Background: an optimization exercise with open tools, aiming at a short achievable clock period and few clock cycles. Do not read the settings as production practice.
No functional check of the RTL was part of this run.
Power figures rest on the tool's default switching activity, not on a simulated workload.

**flow/design.v**
```verilog
`timescale 1ns / 1ps
module adder
    #(parameter width = 32)
    (input [width-1 : 0] a,
     input [width-1 : 0] b,
     output [width-1 : 0] s
    );
    assign s = a + b;
endmodule
`timescale 1ns / 1ps
module alu 
    #(parameter size = 32)
    (input [size-1:0] a,
    input [size-1:0] b,
    input [3:0] ALUctrl,
    output reg [size-1:0] result,
    output zero
    );    
    assign zero = (result == 0);
    always @(*) begin
        case (ALUctrl)
            4'b0000: result = a & b;
            4'b0001: result = a | b;
            4'b0010: result = a + b;
            4'b0110: result = a - b;
            4'b0111: result = a < b ? 1 : 0;
            4'b1100: result = ~(a | b);
            default: result = 0;
        endcase
    end
endmodule
`timescale 1ns / 1ps
module mux2_1 #(parameter size = 32) (input [size-1:0] a,
    input [size-1:0] b,
    input sel,
    output [size-1:0]out
    );
    assign out = sel ? b : a;
endmodule
`timescale 1ns / 1ps
module mux4_1(
    input [31:0] a, b, c,
    input [1:0] sel,
    output [31:0] out
    );
    assign out = (sel == 2'b10) ? a : (sel == 2'b01) ? b : c;
endmodule
`timescale 1ns / 1ps
module register #(parameter size = 32) (
    input load,
    input clk,
    input rst, clear,
    input [size-1:0] in,
    output reg [size-1:0] out
    );
    always @(posedge clk) begin
        if (rst)
            out <= 0;
        else if (clear)
            out <= 0;
        else if (load)
            out <= in;
    end
endmodule
`timescale 1ns / 1ps
module regfile (input clk,
    input we,
    input [4:0] read1, read2, write1,
    input [31:0] write_data1,
    output [31:0] data_out1, data_out2
    );
    reg [31:0] rf [31:0];
    assign data_out1 = read1 == 0 ? 0 : rf [read1];
    assign data_out2 = read2 == 0 ? 0 : rf [read2];
    always @(negedge clk) begin
        if (we) begin
            rf [write1] <= write_data1;
        end
    end
endmodule
`timescale 1ns / 1ps
module signext(input [31:0] instr,
    output reg [31:0] imm
    );
    always @(*) begin
        if (instr [6:5] == 2'b00) begin
            imm = {{20{instr[31]}}, instr [31:20]};     
        end
        else if (instr [6:5] == 2'b01) begin
            imm = {{20{instr[31]}}, instr [31:25], instr [11:7]};     
        end
        else if (instr [6:2] == 5'b1_1000) begin
            imm = {{20{instr[31]}}, instr [31], instr [7], instr [30:25], instr [11:8]};     
        end
        else if (instr [6:2] == 5'b1_1011 ) begin
            imm = {{12{instr[31]}}, instr [31], instr [19:12], instr [20], instr [30:21]};    
        end
        else
            imm = 32'h0000_0000;    
    end
endmodule
`timescale 1ns / 1ps
module alu_control (
    input [1:0] ALUOp,
    input funct7,   
    input [2:0] funct3,
    output reg [3:0] aluctrl
);
    always @(*) begin
        casez ({ALUOp,funct7,funct3})
            6'b00_????: aluctrl = 4'b0010;   
            6'b10_0000: aluctrl = 4'b0010;   
            6'b10_1000: aluctrl = 4'b0110;   
            6'b10_0111: aluctrl = 4'b0000;   
            6'b10_0110: aluctrl = 4'b0001;   
            default: aluctrl = 4'b0000;
        endcase
    end    
endmodule
module main_control (
    input [6:0] opcode,
    output reg [1:0] ALUOp,
    output reg RegWrite, MemRead, MemWrite, ALUSrc, MemtoReg, Branch, Jump
);
    always @(opcode) begin
        case (opcode)
            7'b011_0011: {ALUOp, RegWrite, MemRead, MemWrite, ALUSrc, MemtoReg, Branch, Jump} = 9'b1_0100_0000;  
            7'b001_0011: {ALUOp, RegWrite, MemRead, MemWrite, ALUSrc, MemtoReg, Branch, Jump} = 9'b0_0100_1000;  
            7'b000_0011: {ALUOp, RegWrite, MemRead, MemWrite, ALUSrc, MemtoReg, Branch, Jump} = 9'b0_0110_1100;  
            7'b010_0011: {ALUOp, RegWrite, MemRead, MemWrite, ALUSrc, MemtoReg, Branch, Jump} = 9'b0_0011_1000;  
            7'b110_0011: {ALUOp, RegWrite, MemRead, MemWrite, ALUSrc, MemtoReg, Branch, Jump} = 9'b0_1000_0010;  
            7'b110_1111: {ALUOp, RegWrite, MemRead, MemWrite, ALUSrc, MemtoReg, Branch, Jump} = 9'b0_1100_0001;  
            default: {ALUOp, RegWrite, MemRead, MemWrite, ALUSrc, MemtoReg, Branch, Jump} = 9'b0_0000_0000;
        endcase
    end
endmodule
module controller(
    input [31:0] instr,
    output [3:0] aluctrl,
    output RegWrite, MemRead, MemWrite, ALUSrc, MemtoReg, Branch, Jump
    );
    wire [1:0] op;
    main_control MainControlUnit(
    .opcode (instr [6:0]),
    .ALUOp (op),
    .RegWrite (RegWrite), .MemRead (MemRead), .MemWrite (MemWrite), .ALUSrc (ALUSrc), .MemtoReg (MemtoReg), .Branch (Branch), .Jump (Jump)
    );
    alu_control  ALUControlUnit(
    .ALUOp (op),
    .funct7 (instr [30]),  
    .funct3 (instr [14:12]),
    .aluctrl (aluctrl)
    ); 
endmodule
`timescale 1ns / 1ps
module branchForwarding (
    input [4:0] rs1, rs2, rd_EX, rd_MEM,
    input RegWrite_EX, MemRead_EX, RegWrite_MEM,
    output [1:0] branch_forwardA, branch_forwardB 
);
    assign branch_forwardA = (RegWrite_EX & !MemRead_EX & (rd_EX != 0) & (rs1 == rd_EX)) ? 2'b10 
                                                                           : (RegWrite_MEM & (rd_MEM != 0) & (rs1 == rd_MEM)) 
                                                                           ? 2'b01 : 2'b00;
    assign branch_forwardB = (RegWrite_EX & !MemRead_EX & (rd_EX != 0) & (rs2 == rd_EX)) ? 2'b10 
                                                                           : (RegWrite_MEM & (rd_MEM != 0) & (rs2 == rd_MEM)) ? 2'b01 : 2'b00;
endmodule
module branchhazardDetection (
    input [4:0] rs1, rs2, rd_ID, rd_EX,
    input Branch, MemRead, 
    output PCWrite, IDWrite, CtrlSrc
);
    assign PCWrite = Branch && (((rd_ID == rs1 || rd_ID == rs2) && (rd_ID != 0)) || (MemRead && (rd_EX == rs1 || rd_EX == rs2) && (rd_EX != 0))) ? 0 : 1;
    assign IDWrite = Branch && (((rd_ID == rs1 || rd_ID == rs2) && (rd_ID != 0)) || (MemRead && (rd_EX == rs1 || rd_EX == rs2) && (rd_EX != 0))) ? 0 : 1;
    assign CtrlSrc = Branch && (((rd_ID == rs1 || rd_ID == rs2) && (rd_ID != 0)) || (MemRead && (rd_EX == rs1 || rd_EX == rs2) && (rd_EX != 0))) ? 1 : 0;    
endmodule
`timescale 1ns / 1ps
module forwarding_unit (
    input [4:0] rs1, rs2, rd_EX, rd_MEM,
    input RegWrite_EX, RegWrite_MEM, 
    output [1:0] forwardA, forwardB
);
    assign forwardA = (RegWrite_EX & (rd_EX != 0) & (rs1 == rd_EX)) ? 2'b10 : (RegWrite_MEM & (rd_MEM != 0) & (rs1 == rd_MEM)) ? 2'b01 : 2'b00;
    assign forwardB = (RegWrite_EX & (rd_EX != 0) & (rs2 == rd_EX)) ? 2'b10 : (RegWrite_MEM & (rd_MEM != 0) & (rs2 == rd_MEM)) ? 2'b01 : 2'b00;
endmodule
module hazardDetection (
    input [4:0] rs1, rs2, rd,
    input MemRead,
    output PCWrite, IDWrite, CtrlSrc
);
    assign PCWrite = (MemRead && (rd == rs1 || rd == rs2)) ? 0 : 1;
    assign IDWrite = (MemRead && (rd == rs1 || rd == rs2)) ? 0 : 1;
    assign CtrlSrc = (MemRead && (rd == rs1 || rd == rs2)) ? 1 : 0;    
endmodule
`timescale 1ns / 1ps
module datapath(
    input clk,rst,
    input RegWrite, ALUSrc, MemtoReg, Branch, Jump, MemRead, MemWrite,
    input [3:0] aluctrl,
    input [31:0] instr, dread_mem,
    output datamem_en, datamem_we,   
    output [31:0] result_EX, instr_addr, rs2_EX, IR_IF    
    );
    wire [31:0] pc_increment4, pc_next, pc_branch, result, rs2;
    wire [31:0] imm, ALUSrca, ALUSrcb, dwrite_regfile;
    wire zero, PCSrc;
    wire [31:0] pc_IF;
    wire [31:0] read1_ID, read2_ID, imm_ID, pc_ID;
    wire [4:0] wdst_ID;
    wire [4:0] wdst_EX;
    wire [31:0] result_MEM, dread_mem_MEM;
    wire [4:0] wdst_MEM;
    wire [10:0] control_ID;
    wire [4:0] control_EX;
    wire [1:0] control_MEM;
    wire [4:0] rs1_ID, rs2_ID;
    wire [1:0] forwardA, forwardB;
    wire [31:0] ina, inb;
    wire PCWriteb, IDWriteb, CtrlSrcb;
    wire [10:0] control_out;
    wire IF_flush, redirect;
    wire [31:0] result_sel;
    wire PCWritea, IDWritea, CtrlSrca;
    wire [31:0] branch_rs1, branch_rs2;
    wire [1:0] branch_forwardA, branch_forwardB;
    mux2_1 mux2(
    .a(pc_increment4),
    .b(pc_branch),
    .sel(redirect),     
    .out(pc_next)
    );
    register pc (
    .clk(clk),
    .load(PCWritea && PCWriteb),
    .rst(rst),
    .clear(1'b0),
    .in(pc_next),
    .out(instr_addr)
    );
    adder #(32) adder1
    (.a(32'b1),
     .b(instr_addr),
     .s(pc_increment4)
    );
    assign redirect = (PCSrc || Jump) && PCWritea && PCWriteb;
    assign IF_flush = redirect;
    register IRIF (
    .clk(clk),
    .load(IDWritea && IDWriteb),
    .rst(rst),
    .clear(IF_flush),
    .in(instr),
    .out(IR_IF)
    );
    register pcIF (
    .clk(clk),
    .load(IDWritea && IDWriteb),
    .rst(rst),
    .clear(1'b0),
    .in(instr_addr),
    .out(pc_IF)
    );
    regfile regfile (
    .clk(clk),
    .we(control_MEM[0]),     
    .read1(IR_IF [19:15]), 
    .read2(IR_IF [24:20]), 
    .write1(wdst_MEM),
    .write_data1(dwrite_regfile),
    .data_out1(ALUSrca), 
    .data_out2(rs2)
    );
    signext signext 
    (.instr(IR_IF),
     .imm(imm)
    );
    branchForwarding branchForwarding(
    .rs1          ( IR_IF [19:15]   ),
    .rs2          ( IR_IF [24:20]   ),
    .rd_EX        ( wdst_EX        ),
    .rd_MEM       ( wdst_MEM       ),
    .RegWrite_EX  ( control_EX[0]  ),
    .MemRead_EX   (control_EX[3]),
    .RegWrite_MEM ( control_MEM[0] ),
    .branch_forwardA     ( branch_forwardA     ),
    .branch_forwardB     ( branch_forwardB     )
    );
    mux4_1 branch_muxA(
    .a   ( result_EX   ),
    .b   ( dwrite_regfile   ),
    .c   (  ALUSrca  ),
    .sel ( branch_forwardA ),
    .out  ( branch_rs1 )
    );
    mux4_1 branch_muxB(
    .a   ( result_EX   ),
    .b   ( dwrite_regfile   ),
    .c   (  rs2  ),
    .sel ( branch_forwardB ),
    .out  ( branch_rs2 )
    );
    branchhazardDetection branchhazardDetection(
    .rs1     ( IR_IF [19:15]     ),
    .rs2     ( IR_IF [24:20]     ),
    .rd_ID   ( wdst_ID   ),
    .rd_EX   ( wdst_EX   ),
    .Branch  (Branch),
    .MemRead ( control_EX[3] ),
    .PCWrite ( PCWritea ),
    .IDWrite ( IDWritea ),
    .CtrlSrc  ( CtrlSrca  )
    );
    assign PCSrc = Branch ? (branch_rs1 - branch_rs2 == 0) : 0;
    adder #(32) adder2   
    (.a(imm),
     .b(pc_IF),
     .s(pc_branch)
    );
    hazardDetection hazardDetection(
    .rs1     ( IR_IF [19:15] ),
    .rs2     ( IR_IF [24:20] ),
    .rd      ( wdst_ID      ),
    .MemRead ( control_ID[3] ),
    .PCWrite ( PCWriteb ),
    .IDWrite ( IDWriteb ),
    .CtrlSrc ( CtrlSrcb  )
    );
    mux2_1 #(11) muxbubble(
    .a({Jump, aluctrl, ALUSrc, Branch, MemRead, MemWrite, MemtoReg, RegWrite}),
    .b(11'b0),
    .sel(CtrlSrca || CtrlSrcb),     
    .out(control_out)
    );
    register read1ID (
    .clk(clk),
    .load(1'b1),
    .rst(rst),
    .clear(1'b0),
    .in(ALUSrca),
    .out(read1_ID)
    );
    register read2ID (
    .clk(clk),
    .load(1'b1),
    .rst(rst),
    .clear(1'b0),
    .in(rs2),
    .out(read2_ID)
    );
    register #(5) wdstID (
    .clk(clk),
    .load(1'b1),
    .rst(rst),
    .clear(Branch),   
    .in(IR_IF [11:7]),
    .out(wdst_ID)
    );
    register immID (
    .clk(clk),
    .load(1'b1),
    .rst(rst),
    .clear(1'b0),
    .in(imm),
    .out(imm_ID)
    );
    register pcID (
    .clk(clk),
    .load(1'b1),
    .rst(rst),
    .clear(1'b0),
    .in(pc_IF),
    .out(pc_ID)
    );
    register #(11) controlID (
    .clk(clk),
    .load(1'b1),
    .rst(rst),
    .clear(1'b0),
    .in(control_out),
    .out(control_ID)
    );
    register #(5) rs1ID (
    .clk(clk),
    .load(1'b1),
    .rst(rst),
    .clear(1'b0),
    .in(IR_IF [19:15]),
    .out(rs1_ID)
    );
    register #(5) rs2ID (
    .clk(clk),
    .load(1'b1),
    .rst(rst),
    .clear(1'b0),
    .in(IR_IF [24:20]),
    .out(rs2_ID)
    );
    mux2_1 mux1(
    .a(inb),
    .b(imm_ID),
    .sel(control_ID[5]),     
    .out(ALUSrcb)
    );
    alu #(32) alu
    (
    .a(ina),
    .b(ALUSrcb),
    .ALUctrl(control_ID[9:6]),    
    .result(result_sel),
    .zero(zero)
    );
    assign result = control_ID[10] ? pc_ID + 1 : result_sel;
    forwarding_unit forwarding_unit(
    .rs1          ( rs1_ID          ),
    .rs2          ( rs2_ID          ),
    .rd_EX        ( wdst_EX        ),
    .rd_MEM       ( wdst_MEM       ),
    .RegWrite_EX  ( control_EX[0]  ),
    .RegWrite_MEM ( control_MEM[0] ),
    .forwardA     ( forwardA     ),
    .forwardB     ( forwardB     )
    );
    mux4_1 muxA(
    .a   ( result_EX   ),
    .b   ( dwrite_regfile   ),
    .c   (  read1_ID  ),
    .sel ( forwardA ),
    .out  ( ina )
    );
    mux4_1 muxB(
    .a   ( result_EX   ),
    .b   ( dwrite_regfile   ),
    .c   (  read2_ID  ),
    .sel ( forwardB ),
    .out  ( inb )
    );
    register resultEX (
    .clk(clk),
    .load(1'b1),
    .rst(rst),
    .clear(1'b0),
    .in(result),
    .out(result_EX)
    );
    register rs2EX (
    .clk(clk),
    .load(1'b1),
    .rst(rst),
    .clear(1'b0),
    .in(inb),        
    .out(rs2_EX)
    );
    register #(5) wdstEX (
    .clk(clk),
    .load(1'b1),
    .rst(rst),
    .clear(1'b0),
    .in(wdst_ID),
    .out(wdst_EX)
    );
    register #(5) controlEX (
    .clk(clk),
    .load(1'b1),
    .rst(rst),
    .clear(1'b0),
    .in(control_ID[4:0]),
    .out(control_EX)
    );
    register resultMEM (
    .clk(clk),
    .load(1'b1),
    .rst(rst),
    .clear(1'b0),
    .in(result_EX),
    .out(result_MEM)
    );
    register #(5) wdstMEM (
    .clk(clk),
    .load(1'b1),
    .rst(rst),
    .clear(1'b0),
    .in(wdst_EX),
    .out(wdst_MEM)
    );
    register dread_memMEM (
    .clk(clk),
    .load(1'b1),
    .rst(rst),
    .clear(1'b0),
    .in(dread_mem),
    .out(dread_mem_MEM)
    );
    assign datamem_en = control_EX[3];
    assign datamem_we = control_EX[2];
    register #(2) controlMEM (
    .clk(clk),
    .load(1'b1),
    .rst(rst),
    .clear(1'b0),
    .in(control_EX[1:0]),
    .out(control_MEM)
    );
    mux2_1 mux3(
    .a(result_MEM),
    .b(dread_mem_MEM),
    .sel(control_MEM[1]),     
    .out(dwrite_regfile)
    );
endmodule
`timescale 1ns / 1ps
module cpu(
    input clk,rst,
    input [31:0] instr, dread_mem,
    output [31:0] result, instr_addr, rs2,
    output instrmem_en,datamem_en, datamem_we
    );
    assign instrmem_en = 1'b1;   
    wire RegWrite, ALUSrc, MemtoReg, Branch, Jump, mem_en, mem_we;
    wire [3:0] aluctrl;
    wire [31:0] IR;
    datapath datapath(
    .clk(clk),
    .rst(rst),
    .RegWrite(RegWrite), 
    .ALUSrc(ALUSrc), 
    .MemtoReg(MemtoReg), 
    .Branch(Branch),
    .Jump(Jump),
    .MemRead(mem_en), 
    .MemWrite(mem_we),
    .aluctrl(aluctrl),
    .instr(instr), 
    .dread_mem(dread_mem),
    .result_EX(result), 
    .instr_addr(instr_addr), 
    .rs2_EX(rs2),
    .IR_IF(IR),
    .datamem_en(datamem_en),
    .datamem_we(datamem_we)
    );
    controller controller(
    .instr(IR),
    .aluctrl(aluctrl),
    .RegWrite(RegWrite), 
    .MemRead(mem_en), 
    .MemWrite(mem_we),     
    .ALUSrc(ALUSrc), 
    .MemtoReg(MemtoReg), 
    .Branch(Branch),
    .Jump(Jump)
    );
endmodule
```
**flow/constraint.sdc**
```tcl
create_clock -name core_clock -period 14.0 [get_ports {clk}]
set_input_delay 2.8000 -clock core_clock [delete_from_list [all_inputs] [get_ports {clk}]]
set_output_delay 2.8000 -clock core_clock [all_outputs]
set_load 0.01 [all_outputs]
```
**flow/run.sh**
```bash
#!/bin/bash
# synth_recipe.tcl (not shown) runs the flow's synth.tcl, then flattens the netlist and writes it again
# the make line also repeats each setting of config.mk as NAME=value (left out here)
make -C /OpenROAD-flow-scripts/flow DESIGN_CONFIG=/design/flow/config.mk WORK_HOME=/design/flow/orfs CLKGATE_MAP_FILE= SYNTH_SCRIPT=/design/flow/synth_recipe.tcl finish
```
**flow/config.mk**
```make
export PLATFORM = sky130hd
export DESIGN_NAME = cpu
export DESIGN_NICKNAME = cpu
export VERILOG_FILES = /design/flow/design.v
export SDC_FILE = /design/flow/constraint.sdc
export NUM_CORES = 4
export LEC_CHECK = 0
export CAP_MARGIN = 20
export CORE_MARGIN = 2
export CORE_UTILIZATION = 40
export SLEW_MARGIN = 20
```
==> flow_summary.toml <==
[cts]
postCtsSetupRepairBufs = 0
cts.sinks = 1404
cts_tree = "built"
h-tree-depth = 4
clk_pin_slew_worst_paths_ns = 0.06
cts-root-buf = "clkbuf_16"
hold_buffers = 0
clk_path_buf_depth = 3
cts_made_buffers = 154
worst_skew_pair.late_latency_ns = 0.84
cts.repair.resized = 0

[detailed_routing]
vias_per_cell = 5.90
via_count = 53200
wl_per_cell_um = 26.9
drt-initial-drc-count = 5664
drc = 0
drtAntennaViolNets = 0
wl_mm = 243
drt_pre_antenna_iters = 9

[floorplanning]
io_pins = 165
die_x_um = 427
core_um2 = 178000
die_h_um = 427
dieArea_um2 = 182000
initial_core_util_pct = 40.1
num_rows = 155

[placement]
gp_congestion = 0.941
portBuffers = 163
dpl_cell_area_um2 = 75900
dp_hpwl_mm = 150
post-place-ws_ns = 0.707

[power]
p_leak_nw = 32.7
p_sw_mw = 3.44
swShare_pct = 30.2
sequentialPowerShare_pct = 40.4
powerDensity_nw_per_um2 = 134
internal_power_mw = 7.95
clkPwrFrac_pct = 48.0
fin_total_pwr_mw = 11.4
pwr-share-comb_pct = 11.6
peakVddDrop_mv = 0.138

[synthesis]
ys.warnings.count = 9
synth_top_area_share_pct = 43.0
ys_seq_area_share_pct = 53.7
netlist_area_um2 = 71500
yosysUniqueCellTypes = 90
syn_inst = 5441
yosys.area.top_type = "edfxtp_1"
syn_nets = 5670
syn_avg_cell_area_um2 = 13.1
async_flop_share_pct = 0
synthFlopType = "edfxtp_1"
synth.ff_latch_count = 1404
synthTopCellsByArea = "edfxtp_1, mux4_2, dfxtp_1, mux2i_1, ha_1"
yosysMostFrequentCell = "edfxtp_1"
synth_edf_count = 1024
ys_top_cells_by_count = "edfxtp_1, mux4_2, nand2_1, dfxtp_1, nor2_1"

[worst_hold_path]
hp-class = "reg -> reg"
min_path_cells = 1

[timing]
report.final.slew_viol_count = 0
final.setup.tns_ns = 0
worst_slew_pin_slew_ns = 1.08
max_slew_margin_pct = 28.1
grt_setup_unrepaired = "no"
hold_viol = 0
finalWorstSetupSlack_ns = 0.684
fin_skew_ns = 0.0668
setup_violations = 0

[setup_path]
cp-start-kind = "register"
r2r_cells = 22
cp_max_fo = 16
cp.required_ns = 14.71
endpoint_kind = "register"
crit_type = "reg -> reg"
crit_arrival_ns = 14.02

[finish]
num-nets-final = 6752
syn2layout_area_growth_pct = 19.3
post-route-util_pct = 47.9
final_area_um2 = 85300
drive_above_1_share_pct = 16.7

[global_routing]
grt_max_degree = 116
grt_pass1_vias = 54500
gr-total-overflow = 0
grt_pass1_wl_mm = 350
antenna_found_initial = 1
grt_use_total_pct = 26.3

[run_status]
status = "timing/DRC/antenna clean"

[flow_run]
max-cap-violations = 0
==> critical path: stages (launching register included) <==
cell and delay [ns]:
edfxtp_1 0.39, mux4_2 0.51, mux4_2 0.52, o211ai_1 0.49, nor2_1 0.07, a21oi_1 0.18, o21ai_0 0.10, ha_1 0.41
a21oi_1 0.41, nor2_1 0.09, o21ai_0 0.42, nand3_1 0.21, a31oi_1 0.27, o21ai_0 0.13, xor2_1 0.15, a2111oi_0 0.45
buf_4 0.20, nor4b_4 0.25, buf_12 0.18, or2_1 0.21, buf_12 0.18, nor3_1 0.06, a2111oi_1 0.35
==> per-layer routing <==
| layer | GRT usage, % | vias to the layer above | wire length (um) |
|---|---|---|---|
| met5 | 0 | - | 0 |
| met4 | 12.1 | 0 | 9280 |
| met3 | 5.96 | 527 | 20200 |
| met2 | 43.5 | 2654 | 119000 |
| met1 | 32.7 | 26900 | 94200 |
| li1 | - | 23200 | - |
==> sequential cells by signal, summed over array words and instances, names as in the netlist, 9 cells and up <==
register / flops
datapath.resultMEM.out: 32
datapath.regfile.rf: 1024
datapath.rs2EX.out: 32
datapath.pcID.out: 32
datapath.read1ID.out: 32
datapath.read2ID.out: 32
datapath.resultEX.out: 32
datapath.dread_memMEM.out: 32
datapath.IRIF.out: 32
datapath.immID.out: 20
datapath.pc.out: 32
datapath.pcIF.out: 32
datapath.controlID.out: 9
==> cell usage in the layout, fill, tap and decap left out, drive strengths merged, types with 28 or more instances in the layout <==
cell / instances
o22ai: 54
o211ai: 29
inv: 1194
o221ai: 31
nor4: 49
o21a: 60
a21o: 47
dfxtp: 380
nor3: 88
a21oi: 312
buf: 133
ha: 160
clkdlybuf4s50: 162
mux4: 494
a22oi: 57
clkinvlp: 28
xor2: 54
mux2: 96
a221oi: 42
o21ai: 220
xnor2: 94
a31oi: 31
edfxtp: 1024
mux2i: 219
clkinv: 30
nand2: 451
clkbuf: 174
nand3: 87
nor2b: 191
nor2: 320
==> metrics by stage <==
stage	cells	hold WS (ns)
floorplan	5441	0.414
global placement	7693	0.428
detailed placement	7694	0.436
CTS	9002	0.451
global route	9007	0.462
finish	9009	0.448
==> cells by family after synthesis <==
logic type,after synthesis,synth area share [%]
flip-flops,1404,53.7
AND/OR/NAND/NOR,1334,8.89
AO/OA/AOI/OAI,1051,9.63
multiplexers,809,20.2
buffers and inverters,531,2.95
adder cells (fa/ha/maj),163,2.89
XOR/XNOR,148,1.81
other,1,0.00525
==> final cells by class <==
cell class | instances | area [um2]
clock inverter | 1137 | 5080
sequential | 1404 | 38400
timing repair buffer | 297 | 2850
fill | 15900 | 92800
inverter | 136 | 510
multi-input combinational | 3506 | 31400
clock buffer | 172 | 4110
antenna | 2 | 5.00
tap | 2355 | 2950
==> worst paths after layout <==
check | slack (ns) | from | to
max | 0.68 | datapath.regfile.rf[14][5]$_DFFE_NP_ | datapath.pc.out[13]$_SDFFE_PP0P_
min | 0.45 | datapath.controlID.out[1]$_SDFF_PP0_ | datapath.controlEX.out[1]$_SDFF_PP0_
max reg2reg | 0.68 | datapath.regfile.rf[14][5]$_DFFE_NP_ | datapath.pc.out[13]$_SDFFE_PP0P_
min reg2reg | 0.45 | datapath.controlID.out[1]$_SDFF_PP0_ | datapath.controlEX.out[1]$_SDFF_PP0_
==> power groups by stage <==
stage	Sequential (mW)	Combinational, mW	Clock [mW]
floorplan	4.62	0.872	0.433
CTS	4.61	1.30	5.58
global route	4.60	1.41	5.93
finish	4.61	1.32	5.47
global placement	4.67	1.29	0.433
detailed placement	4.67	1.29	0.433
